What follows belongs to an exercise in optimizing a design on an open flow for small area; a production flow would make more cautious choices.

==> run F <==
// cordic_amplitude_angle
module cordic_amplitude_angle (
    input                clk,
    input                rst_n,
    input  signed [31:0] x,
    input  signed [31:0] y,
    input                pre_vaild,
    output signed [31:0] amplitude,
    output signed [31:0] angle,
    output reg           post_vaild
);
wire sx_i = x[31];
wire [28:0] ax_i = sx_i ? (~x[28:0] + 29'd1) : x[28:0];
wire [29:0] y_i = y[29:0];
wire d0 = y_i[29];
wire nd0 = ~d0;
wire e0 = d0 ^ ~sx_i;
wire [28:0] xo0 = y_i[28:0] ^ {29{d0}};
wire [29:0] Xn0_p, Xn0_g;
assign Xn0_p[0] = ax_i[0] ^ xo0[0]; assign Xn0_g[0] = ax_i[0] & xo0[0];
assign Xn0_p[1] = ax_i[1] ^ xo0[1]; assign Xn0_g[1] = ax_i[1] & xo0[1];
assign Xn0_p[2] = ax_i[2] ^ xo0[2]; assign Xn0_g[2] = ax_i[2] & xo0[2];
assign Xn0_p[3] = ax_i[3] ^ xo0[3]; assign Xn0_g[3] = ax_i[3] & xo0[3];
assign Xn0_p[4] = ax_i[4] ^ xo0[4]; assign Xn0_g[4] = ax_i[4] & xo0[4];
assign Xn0_p[5] = ax_i[5] ^ xo0[5]; assign Xn0_g[5] = ax_i[5] & xo0[5];
assign Xn0_p[6] = ax_i[6] ^ xo0[6]; assign Xn0_g[6] = ax_i[6] & xo0[6];
assign Xn0_p[7] = ax_i[7] ^ xo0[7]; assign Xn0_g[7] = ax_i[7] & xo0[7];
assign Xn0_p[8] = ax_i[8] ^ xo0[8]; assign Xn0_g[8] = ax_i[8] & xo0[8];
assign Xn0_p[9] = ax_i[9] ^ xo0[9]; assign Xn0_g[9] = ax_i[9] & xo0[9];
assign Xn0_p[10] = ax_i[10] ^ xo0[10]; assign Xn0_g[10] = ax_i[10] & xo0[10];
assign Xn0_p[11] = ax_i[11] ^ xo0[11]; assign Xn0_g[11] = ax_i[11] & xo0[11];
assign Xn0_p[12] = ax_i[12] ^ xo0[12]; assign Xn0_g[12] = ax_i[12] & xo0[12];
  ...
export LEC_CHECK = 0
export CAP_MARGIN = 20
export CORE_MARGIN = 2
export CORE_UTILIZATION = 40
export SLEW_MARGIN = 20
create_clock -name core_clock -period 7.5 [get_ports {clk}]
standard.sh (not shown) runs the stock make flow with config.mk's settings and CLKGATE_MAP_FILE= SYNTH_SCRIPT=/design/flow/synth_recipe.tcl, a recipe that flattens the netlist after the stock synthesis.
==> flow/flow/run.sh <==
#!/bin/bash
# The standard layout flow (standard.sh) with two changes:
# - the buffers that global placement puts on every input and output port are
#   sky130_fd_sc_hd__buf_1 cells instead of the default choice (the resizer may
#   still upsize them);
# - clock tree synthesis clusters up to 25 flip-flops within 70 um per leaf
#   buffer and inserts no dummy loads.
# standard.sh's own output goes to standard_flow.log; each ORFS step keeps its
# full log under orfs/logs/.
export BUFFER_PORTS_ARGS="-buffer_cell sky130_fd_sc_hd__buf_1"
export CTS_ARGS="-sink_clustering_enable -repair_clock_nets -sink_clustering_size 25 -sink_clustering_max_diameter 70 -dont_use_dummy_load"
bash standard.sh > standard_flow.log 2>&1
==> inputs of run R, as changes to run F <==
--- a/flow/design.v
+++ b/flow/design.v
@@ -3643,73 +3643,59 @@
 wire Yn13_P6 = Yn13_p[10] & Yn13_p[9];
 wire Yn13_G7 = Yn13_g[12] | (Yn13_p[12] & Yn13_g[11]);
 wire Yn13_P7 = Yn13_p[12] & Yn13_p[11];
 wire Yn13_G8 = Yn13_g[14] | (Yn13_p[14] & Yn13_g[13]);
 wire Yn13_P8 = Yn13_p[14] & Yn13_p[13];
 wire Yn13_G9 = Yn13_g[16] | (Yn13_p[16] & Yn13_g[15]);
 wire Yn13_P9 = Yn13_p[16] & Yn13_p[15];
-wire Yn13_G10 = Yn13_g[1] | (Yn13_p[1] & Yn13_G1);
-wire Yn13_G11 = Yn13_G2 | (Yn13_P2 & Yn13_G1);
-wire Yn13_G12 = Yn13_g[5] | (Yn13_p[5] & Yn13_G3);
-wire Yn13_P12 = Yn13_p[5] & Yn13_P3;
-wire Yn13_G13 = Yn13_G4 | (Yn13_P4 & Yn13_G3);
-wire Yn13_P13 = Yn13_P4 & Yn13_P3;
-wire Yn13_G14 = Yn13_g[9] | (Yn13_p[9] & Yn13_G5);
-wire Yn13_P14 = Yn13_p[9] & Yn13_P5;
-wire Yn13_G15 = Yn13_G6 | (Yn13_P6 & Yn13_G5);
-wire Yn13_P15 = Yn13_P6 & Yn13_P5;
-wire Yn13_G16 = Yn13_g[13] | (Yn13_p[13] & Yn13_G7);
-wire Yn13_P16 = Yn13_p[13] & Yn13_P7;
-wire Yn13_G17 = Yn13_G8 | (Yn13_P8 & Yn13_G7);
-wire Yn13_P17 = Yn13_P8 & Yn13_P7;
-wire Yn13_G18 = Yn13_g[17] | (Yn13_p[17] & Yn13_G9);
-wire Yn13_P18 = Yn13_p[17] & Yn13_P9;
-wire Yn13_G19 = Yn13_g[3] | (Yn13_p[3] & Yn13_G11);
-wire Yn13_G20 = Yn13_G3 | (Yn13_P3 & Yn13_G11);
-wire Yn13_G21 = Yn13_G12 | (Yn13_P12 & Yn13_G11);
-wire Yn13_G22 = Yn13_G13 | (Yn13_P13 & Yn13_G11);
-wire Yn13_G23 = Yn13_g[11] | (Yn13_p[11] & Yn13_G15);
-wire Yn13_P23 = Yn13_p[11] & Yn13_P15;
-wire Yn13_G24 = Yn13_G7 | (Yn13_P7 & Yn13_G15);
-wire Yn13_P24 = Yn13_P7 & Yn13_P15;
-wire Yn13_G25 = Yn13_G16 | (Yn13_P16 & Yn13_G15);
-wire Yn13_P25 = Yn13_P16 & Yn13_P15;
-wire Yn13_G26 = Yn13_G17 | (Yn13_P17 & Yn13_G15);
-wire Yn13_P26 = Yn13_P17 & Yn13_P15;
-wire Yn13_G27 = Yn13_g[7] | (Yn13_p[7] & Yn13_G22);
-wire Yn13_G28 = Yn13_G5 | (Yn13_P5 & Yn13_G22);
-wire Yn13_G29 = Yn13_G14 | (Yn13_P14 & Yn13_G22);
-wire Yn13_G30 = Yn13_G15 | (Yn13_P15 & Yn13_G22);
-wire Yn13_G31 = Yn13_G23 | (Yn13_P23 & Yn13_G22);
-wire Yn13_G32 = Yn13_G24 | (Yn13_P24 & Yn13_G22);
-wire Yn13_G33 = Yn13_G25 | (Yn13_P25 & Yn13_G22);
-wire Yn13_G34 = Yn13_G26 | (Yn13_P26 & Yn13_G22);
-wire Yn13_G35 = Yn13_g[15] | (Yn13_p[15] & Yn13_G34);
-wire Yn13_G36 = Yn13_G9 | (Yn13_P9 & Yn13_G34);
-wire Yn13_G37 = Yn13_G18 | (Yn13_P18 & Yn13_G34);
+wire Yn13_G10 = Yn13_G2 | (Yn13_P2 & Yn13_G1);
+wire Yn13_G11 = Yn13_G4 | (Yn13_P4 & Yn13_G3);
+wire Yn13_P11 = Yn13_P4 & Yn13_P3;
+wire Yn13_G12 = Yn13_G6 | (Yn13_P6 & Yn13_G5);
+wire Yn13_P12 = Yn13_P6 & Yn13_P5;
+wire Yn13_G13 = Yn13_G8 | (Yn13_P8 & Yn13_G7);
+wire Yn13_P13 = Yn13_P8 & Yn13_P7;
+wire Yn13_G14 = Yn13_G11 | (Yn13_P11 & Yn13_G10);
+wire Yn13_G15 = Yn13_G13 | (Yn13_P13 & Yn13_G12);
+wire Yn13_P15 = Yn13_P13 & Yn13_P12;
+wire Yn13_G16 = Yn13_G15 | (Yn13_P15 & Yn13_G14);
+wire Yn13_G17 = Yn13_G12 | (Yn13_P12 & Yn13_G14);
+wire Yn13_G18 = Yn13_G3 | (Yn13_P3 & Yn13_G10);
+wire Yn13_G19 = Yn13_G5 | (Yn13_P5 & Yn13_G14);
+wire Yn13_G20 = Yn13_G7 | (Yn13_P7 & Yn13_G17);
+wire Yn13_G21 = Yn13_G9 | (Yn13_P9 & Yn13_G16);
+wire Yn13_G22 = Yn13_g[1] | (Yn13_p[1] & Yn13_G1);
+wire Yn13_G23 = Yn13_g[3] | (Yn13_p[3] & Yn13_G10);
+wire Yn13_G24 = Yn13_g[5] | (Yn13_p[5] & Yn13_G18);
+wire Yn13_G25 = Yn13_g[7] | (Yn13_p[7] & Yn13_G14);
+wire Yn13_G26 = Yn13_g[9] | (Yn13_p[9] & Yn13_G19);
+wire Yn13_G27 = Yn13_g[11] | (Yn13_p[11] & Yn13_G17);
+wire Yn13_G28 = Yn13_g[13] | (Yn13_p[13] & Yn13_G20);
+wire Yn13_G29 = Yn13_g[15] | (Yn13_p[15] & Yn13_G16);
+wire Yn13_G30 = Yn13_g[17] | (Yn13_p[17] & Yn13_G21);
 wire [18:0] Yn13;
 assign Yn13[0] = Yn13_p[0] ^ yc13;
 assign Yn13[1] = Yn13_p[1] ^ Yn13_G1;
-assign Yn13[2] = Yn13_p[2] ^ Yn13_G10;
-assign Yn13[3] = Yn13_p[3] ^ Yn13_G11;
-assign Yn13[4] = Yn13_p[4] ^ Yn13_G19;
-assign Yn13[5] = Yn13_p[5] ^ Yn13_G20;
-assign Yn13[6] = Yn13_p[6] ^ Yn13_G21;
-assign Yn13[7] = Yn13_p[7] ^ Yn13_G22;
-assign Yn13[8] = Yn13_p[8] ^ Yn13_G27;
-assign Yn13[9] = Yn13_p[9] ^ Yn13_G28;
-assign Yn13[10] = Yn13_p[10] ^ Yn13_G29;
-assign Yn13[11] = Yn13_p[11] ^ Yn13_G30;
-assign Yn13[12] = Yn13_p[12] ^ Yn13_G31;
-assign Yn13[13] = Yn13_p[13] ^ Yn13_G32;
-assign Yn13[14] = Yn13_p[14] ^ Yn13_G33;
-assign Yn13[15] = Yn13_p[15] ^ Yn13_G34;
-assign Yn13[16] = Yn13_p[16] ^ Yn13_G35;
-assign Yn13[17] = Yn13_p[17] ^ Yn13_G36;
-assign Yn13[18] = Yn13_p[18] ^ Yn13_G37;
+assign Yn13[2] = Yn13_p[2] ^ Yn13_G22;
+assign Yn13[3] = Yn13_p[3] ^ Yn13_G10;
+assign Yn13[4] = Yn13_p[4] ^ Yn13_G23;
+assign Yn13[5] = Yn13_p[5] ^ Yn13_G18;
+assign Yn13[6] = Yn13_p[6] ^ Yn13_G24;
+assign Yn13[7] = Yn13_p[7] ^ Yn13_G14;
+assign Yn13[8] = Yn13_p[8] ^ Yn13_G25;
+assign Yn13[9] = Yn13_p[9] ^ Yn13_G19;
+assign Yn13[10] = Yn13_p[10] ^ Yn13_G26;
+assign Yn13[11] = Yn13_p[11] ^ Yn13_G17;
+assign Yn13[12] = Yn13_p[12] ^ Yn13_G27;
+assign Yn13[13] = Yn13_p[13] ^ Yn13_G20;
+assign Yn13[14] = Yn13_p[14] ^ Yn13_G28;
+assign Yn13[15] = Yn13_p[15] ^ Yn13_G16;
+assign Yn13[16] = Yn13_p[16] ^ Yn13_G29;
+assign Yn13[17] = Yn13_p[17] ^ Yn13_G21;
+assign Yn13[18] = Yn13_p[18] ^ Yn13_G30;
 wire [16:0] Un13 = U_s13[17:1];
 wire d14 = Yn13[18];
 wire nd14 = ~d14;
 wire e14 = d14 ^ ~sx_s13;
 wire [3:0] xo14 = Yn13[17:14] ^ {4{d14}};
 wire [15:0] Ln14_p, Ln14_g;
 assign Ln14_p[0] = Ln13[0] ^ xo14[0]; assign Ln14_g[0] = Ln13[0] & xo14[0];
==> summary of the runs <==
Run R finished but fails on setup timing. Run F passed the timing, design-rule and antenna checks. In run R the sequential share of layout area is higher than in run F, by 0.076 points. In run F the clock-buffer cell count is higher than in run R, by 1. Of run R and run F, run F has the higher fmax (gap about 2.6%, measured against run F). Between run R and run F, the lower cell count is in run R (gap about 1.3%, measured against run F). Of run R and run F, run F has the higher wire length (gap 0.27%, measured against run F). Between run R and run F, the lower clock skew is in run F (gap 0.0080 ns). Between run R and run F, the lower design area is in run R (gap 0.46%, measured against run F).
==> figures <==
Number of nets in the layout: run R 6516; run F 6601
Skew-Pair Late Insertion Delay: run R 0.62 ns; run F 0.60 ns
Sum of negative setup slack: run R -0.02622 ns; run F 0 ns
Run status: run R complete, but fails checks; run F finished clean
Violated checks: run R setup timing; run F -
Post-Place Cells: run R 6848; run F 6932
Clock buffers: run R 39; run F 40
Worst r2r dst: run R L_s16[15]; run F X_s7[28]
Count of buffering cells on the critical path with inverters included: run R 3; run F 2
Count of cells along the worst register-to-register path: run R 35; run F 33
Post-synth top area share: run R 20.22%; run F 20.15%
Via Count: run R 34120; run F 34250
Min-Delay Endpoint: run R e1_s11; run F e0_s7
Met3 usage in global routing: run R 1.454%; run F 1.709%
Finished Cell Area: run R 0.05533 sq mm; run F 0.05559 sq mm
Count of buffers not belonging to the clock network in the layout: run R 347; run F 330
Function was not checked in any run of this note: the RTL went through the layout flow alone.

==> what the ideal ports hide <==
No port has a modelled driver above. Below, the same layouts with a new extraction and two added sets of constraints. Step 1 assumes that a clkbuf_16 drives the clock port and a buf_2 every other input. Step 2 times the ports against the registers' clock, not the clock port: input delays grow and output delays shrink by t, the midpoint of the rising clock arrivals with the driver on. a / b / c = ideal / step 1 / step 2; a / b = the first two.
| run | shift t [ns] | setup slack, ns | worst setup path after step 2 | pins driven straight from the clock port |
|---|---|---|---|---|
| run F | 0.645 | 0.181 / 0.158 / 0.181 | register to register | 1 |
| run R | 0.649 | -0.017 / -0.017 / -0.017 | register to register | 1 |
